What follows belongs to an exercise in optimizing a design on an open flow for small area; a production flow would make more cautious choices. Function was checked by simulation only, so behaviour that the tests miss may differ from the original. The clock input has no modelled driver; a real chip could not lean on it and would need a root buffer or a full tree. Power and IR drop assume default switching activity.

quartz:
==> flow/design.v <==
`timescale 1ns / 1ps
module debouncer(btn, clk, rst, btn_state, btn_rise);
    input btn;
    input clk;
    input rst;
    output btn_state;
    output btn_rise;
    localparam [16:0] LAST = 17'h0ff55;
    localparam [16:0] SEEN = 17'b00111010111111111;
    reg state;
    reg [16:0] lfsr;
    wire clear = rst | ~btn;
    always @(posedge clk) begin
        if (clear | state)
            lfsr <= 17'b0;
        else
            lfsr <= {~lfsr[15:0], lfsr[16] ^ lfsr[2]};
        state <= ~clear & (state | ((lfsr & SEEN) == (LAST & SEEN)));
    end
    assign btn_state = state;
    assign btn_rise = state & lfsr[0];
endmodule
`timescale 1ns / 1ps
module clocks(clk, rst, adj, clk_blink, tick_fast, step);
input wire clk;
input wire rst;
input wire adj;
output wire clk_blink;
output wire tick_fast;
output wire step;
reg [3:0] a;    
reg [6:0] m;    
reg [2:0] k;    
wire a_last = a[3] & a[2];                        
wire m_last = m[6] & m[5] & m[4] & m[3] & m[2];   
wire k_en = a_last & m_last;
wire [5:0] mp;
assign mp[0] = m[0];
genvar i;
generate for (i = 1; i < 6; i = i + 1) begin : g_mp
    assign mp[i] = mp[i-1] & m[i];
end endgenerate
wire a_clr = rst | a_last;
wire m_clr = rst | k_en;
always @(posedge clk) begin
    a[0] <= ~a_clr & ~a[2];
    a[1] <= ~a_clr & a[0];
    a[2] <= ~a_clr & a[1];
    a[3] <= ~a_clr & (a[2] ? ~a[1] : a[3]);
    m[0] <= ~m_clr & (m[0] ^ a_last);
    m[1] <= ~m_clr & (m[1] ^ (a[3] & (a[0] & m[0])));
    m[2] <= ~m_clr & (m[2] ^ (a_last & mp[1]));
    m[3] <= ~m_clr & (m[3] ^ (a_last & mp[2]));
    m[4] <= ~m_clr & (m[4] ^ (a_last & mp[3]));
    m[5] <= ~m_clr & (m[5] ^ (a_last & mp[4]));
    m[6] <= ~m_clr & (m[6] ^ (a_last & mp[5]));
    k[0] <= ~rst & (k[0] ^ k_en);
    k[1] <= ~rst & (k[1] ^ (a_last & (m_last & k[0])));
    k[2] <= ~rst & (k[2] ^ (k_en & (k[0] & k[1])));
end
assign clk_blink = k[0];
assign tick_fast = a[1] & ~a[0];                   
assign step = k_en & (k[0] & (adj ? ~k[1] : (k[1] & ~k[2])));
endmodule
`timescale 1ns / 1ps
module counter(sys_rst, rst, ps_rise, adj, select, clk, step, sec1, sec0, min1, min0);
input wire sys_rst;
input wire rst;
input wire ps_rise;
input wire adj;
input wire select;
input wire clk;
input wire step;
output reg [3:0] sec1;   
output reg [2:0] sec0;   
output reg [3:0] min1;   
output reg [2:0] min0;   
reg pause;
always @(posedge clk)
    pause <= ~sys_rst & (pause ^ ps_rise);
wire s1_9 = sec1[3] & sec1[2];
wire s0_5 = sec0[2] & ~sec0[1];
wire m1_9 = min1[3] & min1[2];
wire run = step & ~pause;
wire inc_s = run & (~adj | select);
wire inc_m = run & (adj ? ~select : (s1_9 & s0_5));
wire inc_s0 = inc_s & s1_9;
wire inc_m0 = inc_m & m1_9;
function [3:0] ones_next(input [3:0] d);
    begin
        ones_next[0] = ~d[2];
        ones_next[1] = d[0] & ~(d[3] & d[2]);
        ones_next[2] = d[1] & ~(d[3] & d[2]);
        ones_next[3] = d[2] ? ~d[1] : d[3];
    end
endfunction
always @(posedge clk) begin
    if (rst) begin
        sec1 <= 4'd0;
        sec0 <= 3'd0;
        min1 <= 4'd0;
        min0 <= 3'd0;
    end else begin
        if (inc_s) sec1 <= ones_next(sec1);
        if (inc_s0) sec0 <= {sec0[1:0], ~sec0[2]};
        if (inc_m) min1 <= ones_next(min1);
        if (inc_m0) min0 <= {min0[1:0], ~min0[2]};
    end
end
endmodule
`timescale 1ns / 1ps
module digit_to_segment(digit, segment);
input wire [3:0] digit;
output wire [6:0] segment;
wire c3 = digit[3], c2 = digit[2], c1 = digit[1], c0 = digit[0];
assign segment[6] = (~c3 & ~c1 & c0) | (c3 & c2 & ~c1) | (c1 & ~c0);
assign segment[5] = (c3 & ~c0) | (c2 & ~c1);
assign segment[4] = (~c3 & ~c2 & c1) | (c2 & ~c1 & c0);
assign segment[3] = (~c1 & c0) | (c1 & ~c0);
assign segment[2] = c2 | (~c1 & c0);
assign segment[1] = (~c3 & c0) | (~c1 & c0);
assign segment[0] = (~c3 & ~c2 & ~c1) | (~c1 & c0);
endmodule
`timescale 1ns / 1ps
module stopwatch(clk, rst, btnR, btnC, sw, seg, an);
    input wire clk;
    input wire rst;
    input wire btnR;
    input wire btnC;
    input wire [1:0] sw;
    output wire [6:0] seg;
    output wire [3:0] an;
    wire btnR_st, btnC_st, btnC_rise;
    wire clk_blink, tick_fast, step;
    wire [3:0] sec1, min1;
    wire [2:0] sec0, min0;
    debouncer reset(.btn(btnR), .clk(clk), .rst(rst), .btn_state(btnR_st), .btn_rise());
    debouncer pause(.btn(btnC), .clk(clk), .rst(rst), .btn_state(btnC_st), .btn_rise(btnC_rise));
    wire clr = rst | btnR_st;
    clocks clk_wires(.clk(clk), .rst(clr), .adj(sw[1]), .clk_blink(clk_blink),
                     .tick_fast(tick_fast), .step(step));
    counter decide_digits(.sys_rst(rst), .rst(clr), .ps_rise(btnC_rise), .adj(sw[1]), .select(sw[0]),
                          .clk(clk), .step(step),
                          .sec1(sec1), .sec0(sec0), .min1(min1), .min0(min0));
    reg [1:0] dig_counter;
    reg mode;          
    reg [3:0] code;    
    wire [1:0] pos = dig_counter ^ {2{sw[1]}};
    wire blank = sw[1] & ~clk_blink & (pos[1] ^ sw[0]);
    wire [3:0] digit = pos[1] ? (pos[0] ? {1'b0, min0} : min1)
                              : (pos[0] ? {1'b0, sec0} : sec1);
    always @(posedge clk) begin
        if (rst) begin
            dig_counter <= 2'b00;
            code <= 4'b1101;
        end else if (tick_fast) begin
            dig_counter[0] <= ~dig_counter[0];
            dig_counter[1] <= dig_counter[1] ^ dig_counter[0];
            mode <= sw[1];
            code <= {digit[3] & ~blank, digit[2] | blank, digit[1] & ~blank, digit[0] | blank};
        end
    end
    digit_to_segment display(.digit(code), .segment(seg));
    wire sh0 = ~dig_counter[0] ^ mode;
    wire sh1 = dig_counter[1] ^ ~dig_counter[0] ^ mode;
    wire on = ~(code[3] & code[2] & ~code[1]);
    assign an[0] = ~(on & ~sh1 & ~sh0);
    assign an[1] = ~(on & ~sh1 & sh0);
    assign an[2] = ~(on & sh1 & ~sh0);
    assign an[3] = ~(on & sh1 & sh0);
endmodule
Settings: LEC_CHECK=0, CAP_MARGIN=20, CORE_MARGIN=2, CORE_UTILIZATION=60, SLEW_MARGIN=20; clock period 10.0 ns.
standard.sh (not shown) runs the stock make flow with config.mk's settings and CLKGATE_MAP_FILE= SYNTH_SCRIPT=/design/flow/synth_recipe.tcl, a recipe that flattens the netlist after the stock synthesis.
==> flow/flow/run.sh <==
#!/bin/bash
# Own layout flow: the standard flow, with
#  - synthesis as synth_recipe.tcl, but ABC run with an area-only script
#    (deepsyn and compress2rs rounds, then amap; see area.abc) and
#    without Yosys's half/full adder extraction (same registers and names);
#  - the smallest buffer on the ports;
#  - a few clock buffers straight from the clock port in place of an H-tree.
# Each tool's output goes to a log file of its own in this folder.
set -euo pipefail
WORK=$(pwd)
export OWN_FLOW_DIR="$WORK/flow"
bash standard.sh SYNTH_SCRIPT="$WORK/flow/own_synth.tcl" synth > "$WORK/synth.log" 2>&1
bash standard.sh SYNTH_SCRIPT="$WORK/flow/own_synth.tcl" \
  BUFFER_PORTS_ARGS="-buffer_cell sky130_fd_sc_hd__buf_1" \
  PRE_CTS_TCL="$WORK/flow/cts_one_buffer.tcl" OWN_CLOCK_BUFFER=sky130_fd_sc_hd__clkbuf_8 OWN_CLOCK_GROUPS=4 \
  finish > "$WORK/layout.log" 2>&1
==> flow/flow/area.abc <==
strash
&get -n
&deepsyn -J 100 -T 300 -S 1
&put
balance -l; resub -K 6 -l; rewrite -l; resub -K 6 -N 2 -l; refactor -l; resub -K 8 -l; balance -l; resub -K 8 -N 2 -l; rewrite -l; resub -K 10 -l; rewrite -z -l; resub -K 10 -N 2 -l; balance -l; resub -K 12 -l; refactor -z -l; resub -K 12 -N 2 -l; rewrite -z -l; balance -l
&get -n
&deepsyn -J 100 -T 300 -S 2
&put
dch -f
amap
topo
==> flow/flow/cts_one_buffer.tcl <==
proc own_centre {insts} {
  set sx 0.0
  set sy 0.0
  foreach inst $insts {
    set bb [$inst getBBox]
    set sx [expr {$sx + ([$bb xMin] + [$bb xMax]) / 2.0}]
    set sy [expr {$sy + ([$bb yMin] + [$bb yMax]) / 2.0}]
  }
  set n [llength $insts]
  return [list [expr {$sx / $n}] [expr {$sy / $n}]]
}

proc own_split {insts axis} {
  set keyed {}
  foreach inst $insts {
    set bb [$inst getBBox]
    if {$axis == "x"} {
      lappend keyed [list [expr {[$bb xMin] + [$bb xMax]}] $inst]
    } else {
      lappend keyed [list [expr {[$bb yMin] + [$bb yMax]}] $inst]
    }
  }
  set sorted {}
  foreach k [lsort -real -index 0 $keyed] { lappend sorted [lindex $k 1] }
  set half [expr {[llength $sorted] / 2}]
  return [list [lrange $sorted 0 [expr {$half - 1}]] [lrange $sorted $half end]]
}

proc clock_tree_synthesis {args} {
  set block [ord::get_db_block]
  set dbu [$block getDbUnitsPerMicron]
  set flops {}
  foreach inst [$block getInsts] {
    if {[[$inst getMaster] isSequential]} { lappend flops $inst }
  }
  set groups [list $flops]
  if {$::env(OWN_CLOCK_GROUPS) >= 2} { set groups [own_split $flops x] }
  if {$::env(OWN_CLOCK_GROUPS) >= 4} {
    set g {}
    foreach grp $groups { lappend g {*}[own_split $grp y] }
    set groups $g
  }
  set i 0
  foreach grp $groups {
    set c [own_centre $grp]
    set x [expr {[lindex $c 0] / $dbu}]
    set y [expr {[lindex $c 1] / $dbu}]
    set pins {}
    foreach inst $grp {
      foreach iterm [$inst getITerms] {
        if {[[$iterm getMTerm] getSigType] == "CLOCK" || [[$iterm getMTerm] getName] == "CLK"} {
          lappend pins [get_pins -of_objects [get_cells [$inst getName]] -filter "name == [[$iterm getMTerm] getName]"]
        }
      }
    }
    puts "clock buffer $i for [llength $grp] flip-flops at ($x, $y)"
    insert_buffer -buffer_cell $::env(OWN_CLOCK_BUFFER) -net clk -load_pins $pins \
      -location [list $x $y] -buffer_name clkbuf_grp$i -net_name clknet_grp$i
    incr i
  }
  foreach inst [$block getInsts] {
    if {[string match clkbuf_grp* [$inst getName]]} {
      foreach iterm [$inst getITerms] {
        set net [$iterm getNet]
        if {$net != "NULL"} { $net setSigType CLOCK }
      }
    }
  }
  set_propagated_clock [all_clocks]
}
Other scripts of this flow, unchanged in this note and not shown: flow/flow/own_synth.tcl
## Diff of input files: fjord against quartz
# quartz
export LEC_CHECK = 0
export CAP_MARGIN = 20
export CORE_MARGIN = 2
export CORE_UTILIZATION = 60
export SLEW_MARGIN = 20
create_clock -name core_clock -period 10.0 [get_ports {clk}]
# fjord
export LEC_CHECK = 0
export CAP_MARGIN = 20
export CORE_MARGIN = 2
export CORE_UTILIZATION = 80
export SLEW_MARGIN = 20
create_clock -name core_clock -period 10.0 [get_ports {clk}]
--- a/flow/flow/cts_one_buffer.tcl
+++ b/flow/flow/cts_one_buffer.tcl
@@ -11,5 +11,5 @@
 }
 
-proc own_split {insts axis} {
+proc own_split {insts axis {parts 2}} {
   set keyed {}
   foreach inst $insts {
@@ -23,6 +23,10 @@
   set sorted {}
   foreach k [lsort -real -index 0 $keyed] { lappend sorted [lindex $k 1] }
-  set half [expr {[llength $sorted] / 2}]
-  return [list [lrange $sorted 0 [expr {$half - 1}]] [lrange $sorted $half end]]
+  set n [llength $sorted]
+  set out {}
+  for {set p 0} {$p < $parts} {incr p} {
+    lappend out [lrange $sorted [expr {$p * $n / $parts}] [expr {($p + 1) * $n / $parts - 1}]]
+  }
+  return $out
 }
 
@@ -35,5 +39,6 @@
   }
   set groups [list $flops]
-  if {$::env(OWN_CLOCK_GROUPS) >= 2} { set groups [own_split $flops x] }
+  if {$::env(OWN_CLOCK_GROUPS) == 2 || $::env(OWN_CLOCK_GROUPS) >= 4} { set groups [own_split $flops x] }
+  if {$::env(OWN_CLOCK_GROUPS) == 3} { set groups [own_split $flops x 3] }
   if {$::env(OWN_CLOCK_GROUPS) >= 4} {
     set g {}
Results
Compare fjord and quartz | post-route non-filler standard cell count higher: quartz. Changes observed in fjord relative to quartz: met1 wire length shrank by 2.3%, met2 track utilization from global routing grew by 23 points, relative max-transition margin grew by 1.6 points, final worst slack shrank by 170 ps.
Modified inputs, willow compared to fjord
# fjord
export LEC_CHECK = 0
export CAP_MARGIN = 20
export CORE_MARGIN = 2
export CORE_UTILIZATION = 80
export SLEW_MARGIN = 20
create_clock -name core_clock -period 10.0 [get_ports {clk}]
# willow
export LEC_CHECK = 0
export CAP_MARGIN = 20
export CORE_MARGIN = 2
export CORE_UTILIZATION = 60
export SLEW_MARGIN = 20
create_clock -name core_clock -period 10.0 [get_ports {clk}]
--- a/flow/flow/run.sh
+++ b/flow/flow/run.sh
@@ -1,6 +1,5 @@
 #!/bin/bash
 # Own layout flow: the standard flow, with
-#  - synthesis as synth_recipe.tcl, but ABC run with an area-only script
-#    (deepsyn and compress2rs rounds, then amap; see area.abc) and
+#  - synthesis as synth_recipe.tcl, but ABC run with an area-only script and
 #    without Yosys's half/full adder extraction (same registers and names);
 #  - the smallest buffer on the ports;
==> flow/flow/area.abc <==
strash
balance -l; resub -K 6 -l; rewrite -l; resub -K 6 -N 2 -l; refactor -l; resub -K 8 -l; balance -l; resub -K 8 -N 2 -l; rewrite -l; resub -K 10 -l; rewrite -z -l; resub -K 10 -N 2 -l; balance -l; resub -K 12 -l; refactor -z -l; resub -K 12 -N 2 -l; rewrite -z -l; balance -l
dch -f
amap
topo
--- a/flow/flow/cts_one_buffer.tcl
+++ b/flow/flow/cts_one_buffer.tcl
@@ -11,5 +11,5 @@
 }
 
-proc own_split {insts axis {parts 2}} {
+proc own_split {insts axis} {
   set keyed {}
   foreach inst $insts {
@@ -23,10 +23,6 @@
   set sorted {}
   foreach k [lsort -real -index 0 $keyed] { lappend sorted [lindex $k 1] }
-  set n [llength $sorted]
-  set out {}
-  for {set p 0} {$p < $parts} {incr p} {
-    lappend out [lrange $sorted [expr {$p * $n / $parts}] [expr {($p + 1) * $n / $parts - 1}]]
-  }
-  return $out
+  set half [expr {[llength $sorted] / 2}]
+  return [list [lrange $sorted 0 [expr {$half - 1}]] [lrange $sorted $half end]]
 }
 
@@ -39,6 +35,5 @@
   }
   set groups [list $flops]
-  if {$::env(OWN_CLOCK_GROUPS) == 2 || $::env(OWN_CLOCK_GROUPS) >= 4} { set groups [own_split $flops x] }
-  if {$::env(OWN_CLOCK_GROUPS) == 3} { set groups [own_split $flops x 3] }
+  if {$::env(OWN_CLOCK_GROUPS) >= 2} { set groups [own_split $flops x] }
   if {$::env(OWN_CLOCK_GROUPS) >= 4} {
     set g {}
--- outcome ---
- Re number of setup violations in the final report: no difference whatsoever between fjord and willow.
- Sum of internal, switching and leakage power (willow vs. fjord) decreases slightly
- Die span in y delta for willow relative to fjord: about 15% higher
- willow vs fjord — via count dropped 10%.
- Worst ir drop on vdd: willow vs fjord down 16%
- Number of fill cells was lower in the run labelled fjord.
- In willow, the combined area of all synthesized cells came out 39 sq um above the value in fjord.
- Share of cell area taken by multi-input logic gates: willow higher than fjord
- On worst reg-to-reg path cell count, the higher figure sits with fjord, not willow.
- Power per cell area (higher): fjord
No run of this note takes its clock network from TritonCTS; it comes from the design's own scripts or RTL.

-- static timing again, ports no longer ideal --
No port has a modelled driver above. Below, the same layouts with a new extraction and two added sets of constraints.
Step 1 sets driving cells, clkbuf_16 on the clock port and buf_2 on the other inputs (assumed; they add their load-dependent delay and slew).
Step 2, shift: input delay + t, output delay - t, t = (earliest + latest rising clock arrival at the registers) / 2. This alone moves slack from input paths to output paths.
a / b / c = ideal ports / drivers / drivers and shift; a / b = the first two.
run | t, ns | setup slack, ns | hold WS [ns] | slew at the worst register clock pin (ns) | worst data-port slew with drivers (ns)
quartz | 0.211 | 6.341 / 6.372 / 6.161 | 0.390 / 0.390 / 0.390 | 0.11 / 0.11 | 0.03
fjord | 0.212 | 6.175 / 6.196 / 5.984 | 0.389 / 0.389 / 0.389 | 0.11 / 0.11 | 0.04
willow | 0.213 | 6.303 / 6.335 / 6.122 | 0.387 / 0.387 / 0.387 | 0.11 / 0.11 | 0.03
After both steps setup and hold are still met in every run listed. For fjord, which loses most, drivers alone change the setup slack by +0.021 ns; drivers and shift together by -0.191 ns.
